Background: an optimization exercise with open tools, aiming at small area. Do not read the settings as production practice.
The RTL was checked by simulation tests, not by an equivalence proof against the original design.
No activity file was given, so power comes from the tool's default toggle rates.

run R:
## RISCy_CPU
module RISCy_CPU(input clk, input rst,
	output [11:0] imem_addr, input [31:0] imem_rdata,
	output [11:0] dmem_addr, output [31:0] dmem_wdata, output dmem_we, input [31:0] dmem_rdata);
	wire [31:0] ins = imem_rdata;
	wire [5:0] op = ins[31:26];
	wire [3:0] fn = ins[3:0];
	wire [4:0] rs_a = ins[25:21];
	wire [4:0] rt_a = ins[20:16];
	wire op_r    = ~op[4] & ~op[3];               
	wire op_imm  = op[5] & op[4];                 
	wire op_sw   = op_imm & ~op[1] & ~op[0];      
	wire op_lw   = op_imm & ~op[1] & op[0];       
	wire op_neg  = op_imm & op[1] & ~op[0];       
	wire op_addi = op_imm & op[1] & op[0];        
	wire op_halt = op[5] & ~op[4];                
	wire op_b    = ~op[5] & op[3];                
	wire op_grp  = ~op[5] & op[4];                
	wire op_br   = op_grp & (op[2:0] == 3'd0);    
	wire op_bltz = op_grp & (op[2:0] == 3'd1);    
	wire op_bz   = op_grp & (op[2:0] == 3'd2);    
	wire op_bnz  = op_grp & (op[2:0] == 3'd3);    
	wire op_call = op_grp & (op[2:0] == 3'd4);    
	wire op_bcy  = op_grp & (op[2:0] == 3'd5);    
	wire op_bncy = op_grp & (op[2:0] == 3'd6);    
	wire f_add  = (fn == 4'd1);
	wire f_neg  = (fn == 4'd2);
	wire f_and  = (fn == 4'd3);
	wire f_xor  = (fn == 4'd4);
	wire f_diff = (fn == 4'd5);
	wire f_sham = (fn == 4'd6) | (fn == 4'd7) | (fn == 4'd10);
	wire f_shl  = (fn == 4'd6) | (fn == 4'd8);
	wire f_shr  = (fn == 4'd7) | (fn == 4'd9) | (fn == 4'd10) | (fn == 4'd11);
	wire f_ari  = (fn == 4'd10) | (fn == 4'd11);
	wire [31:0] rs_d, rt_d;
	wire nr = ~rst;
	reg C;
	wire [31:0] b = op_imm ? {{16{ins[15]}}, ins[15:0]} :
	                (op_r & f_sham) ? {22'd0, ins[15:6]} : rt_d;
	wire [31:0] sum, alu_out;
	wire carry;
	ALU alu(.a(rs_d), .b(b),
		.sel_add(nr & (op_addi | (op_r & f_add))), .sel_neg(nr & (op_neg | (op_r & f_neg))),
		.sel_and(nr & op_r & f_and), .sel_xor(nr & op_r & f_xor), .sel_diff(nr & op_r & f_diff),
		.sel_shr(nr & op_r & f_shr), .sel_shl(nr & op_r & f_shl), .arith(f_ari),
		.mem(dmem_rdata), .sel_mem(nr & op_lw), .nxt(next), .sel_nxt(nr & op_call),
		.sum(sum), .carry(carry), .out(alu_out));
	always @(posedge clk)
		if (rst) C <= 1'b0;
		else C <= carry;
	wire [31:0] pc, next;
	wire rs_zero = ~|rs_d;
	wire take_abs = op_b | op_call | (op_bcy & C) | (op_bncy & ~C);
  ...
Size in the first run: about 4300 cells after synthesis, roughly 1100 flip-flops, about 120 I/O pins, about 48000 µm² of cells after synthesis.
clock: 14.0 ns
lec_check: 0
cap_margin: 20
core_margin: 2
core_utilization: 40
cts_cluster_diameter: 100
cts_cluster_size: 25
slew_margin: 20
synth_hierarchical: 1
run.sh (not shown) runs the stock make flow with config.mk's settings and CLKGATE_MAP_FILE= SYNTH_SCRIPT=/design/flow/synth_recipe.tcl, a recipe that flattens the netlist after the stock synthesis.
Modified inputs, run P compared to run R
==> flow/flow/run.sh (new file) <==
#!/bin/bash
# The standard layout (the standard.sh: ORFS with the standard synthesis)
# with two changes, passed to ORFS through its environment variables:
#  - port buffers use the smallest buffer cell (buf_1) instead of ORFS's
#    default choice; every input and output port still gets its buffer;
#  - clock tree synthesis clusters sinks by size 25 / diameter 100 um and
#    inserts no dummy loads.
# make's full output goes to make.log in this folder; ORFS writes each
# tool's own log under orfs/logs/.
set -euo pipefail
export BUFFER_PORTS_ARGS="-buffer_cell sky130_fd_sc_hd__buf_1"
export CTS_ARGS="-sink_clustering_enable -repair_clock_nets -sink_clustering_size 25 -sink_clustering_max_diameter 100 -dont_use_dummy_load"
bash standard.sh > make.log 2>&1
==> flow/standard.sh (new file) <==
#!/bin/bash
# synth_recipe.tcl (not shown) runs the flow's synth.tcl, then flattens the netlist and writes it again
# the make line also repeats each setting of config.mk as NAME=value (left out here)
make -C /OpenROAD-flow-scripts/flow DESIGN_CONFIG=/design/flow/config.mk WORK_HOME=/design/flow/orfs CLKGATE_MAP_FILE= SYNTH_SCRIPT=/design/flow/synth_recipe.tcl "${@:-finish}"
diff --git a/flow/config.mk b/flow/config.mk
--- a/flow/config.mk
+++ b/flow/config.mk
@@ -8,7 +8,5 @@
 export CAP_MARGIN = 20
 export CORE_MARGIN = 2
-export CORE_UTILIZATION = 40
-export CTS_CLUSTER_DIAMETER = 100
-export CTS_CLUSTER_SIZE = 25
+export CORE_UTILIZATION = 55
 export SLEW_MARGIN = 20
 export SYNTH_HIERARCHICAL = 1
removed: flow/run.sh
==> run summary <==
Run R: flow completed, timing, DRC and antenna clean
Run P completed every stage of the flow, and the final layout passed the timing, design-rule and antenna checks.
Compared with run R, placement density in the core of run P is higher.
Looking at slowest stage cell on the critical path, the clkdlybuf4s50_1 result is from run R; the nand2b_1 one comes from run P.
Against run R, run P reports a count of clock-buffer cells in the layout that is lower.
Between run P and run R, it is run P whose design internal power is lower, by 2.4%.

* * *

Another version of the RTL of RISCy_CPU (not shown whole).
For scale: ~1,100 flip-flops, about 120 I/O pins.
Settings: LEC_CHECK=0, CAP_MARGIN=5, CORE_MARGIN=2, CORE_UTILIZATION=55, PLACE_DENSITY=0.65, SLEW_MARGIN=5, SYNTH_HIERARCHICAL=1; clock period 14.0 ns.
standard.sh (not shown) runs the stock make flow with config.mk's settings and CLKGATE_MAP_FILE= SYNTH_SCRIPT=/design/flow/synth_recipe.tcl, a recipe that flattens the netlist after the stock synthesis.
==> flow/flow/run.sh <==
#!/bin/bash
# The standard layout (the standard.sh: ORFS with the standard synthesis)
# with two changes, passed to ORFS through its environment variables:
#  - port buffers use the smallest buffer cell (buf_1) instead of ORFS's
#    default choice; every input and output port still gets its buffer;
#  - clock tree synthesis clusters sinks by size 28 / diameter 120 um and
#    inserts no dummy loads.
# make's full output goes to make.log in this folder; ORFS writes each
# tool's own log under orfs/logs/.
set -euo pipefail
export BUFFER_PORTS_ARGS="-buffer_cell sky130_fd_sc_hd__buf_1"
export CTS_ARGS="-sink_clustering_enable -repair_clock_nets -sink_clustering_size 28 -sink_clustering_max_diameter 120 -dont_use_dummy_load"
bash standard.sh > make.log 2>&1
Edit:
--- a/flow/flow/run.sh
+++ b/flow/flow/run.sh
@@ -5,3 +5,3 @@
 #    default choice; every input and output port still gets its buffer;
-#  - clock tree synthesis clusters sinks by size 28 / diameter 120 um and
+#  - clock tree synthesis clusters sinks by size 25 / diameter 100 um and
 #    inserts no dummy loads.
@@ -11,3 +11,3 @@
 export BUFFER_PORTS_ARGS="-buffer_cell sky130_fd_sc_hd__buf_1"
-export CTS_ARGS="-sink_clustering_enable -repair_clock_nets -sink_clustering_size 28 -sink_clustering_max_diameter 120 -dont_use_dummy_load"
+export CTS_ARGS="-sink_clustering_enable -repair_clock_nets -sink_clustering_size 25 -sink_clustering_max_diameter 100 -dont_use_dummy_load"
 bash standard.sh > make.log 2>&1
Settings changed: PLACE_DENSITY 0.65 to unset.
The new run ran to the end with no violations.
Synthesized cell count is unchanged.
Via count rose by 1.1%.
Power grows by 1.4%.
Global-route usage went up by 0.18 points.
Worst setup slack is better by 0.024 ns.
Non-clock buffer count is unchanged.
Clock skew came out lower by 0.038 ns.
Critical path depth falls by 3.
Wire length hardly moves.
Cell area barely changes.
Combinational power hardly moves.

-- re-timing with driven ports --
The flow's constraints put no driver on any port. The routed layouts listed below were extracted and timed again, unchanged, in two steps. Step 1, drivers: a clkbuf_16 drives clk and a buf_2 each remaining input, both assumed. Step 2, shift: input delay + t, output delay - t, t = (earliest + latest rising clock arrival at the registers) / 2. This alone moves slack from input paths to output paths. a / b / c = ideal ports / drivers / drivers and shift; a / b = the first two.
run	t, ns	setup slack, ns	worst setup path at the end	clock arrival spread, ns	worst register clock-pin slew, ns
run R	0.779	0.837 / 0.795 / 0.566	input to register	0.052 / 0.052	0.11 / 0.11
run P	0.749	1.171 / 1.147 / 0.847	input to register	0.089 / 0.088	0.11 / 0.11
the first run of note 2	0.720	1.284 / 1.333 / 0.613	input to register	0.140 / 0.140	0.12 / 0.12
the second run of note 2	0.730	1.308 / 1.350 / 0.620	input to register	0.102 / 0.102	0.11 / 0.11
After both steps setup and hold are still met in every run listed. The setup slack of the second run of note 2, which loses most, moves by +0.042 ns with the drivers and by -0.688 ns with both steps.
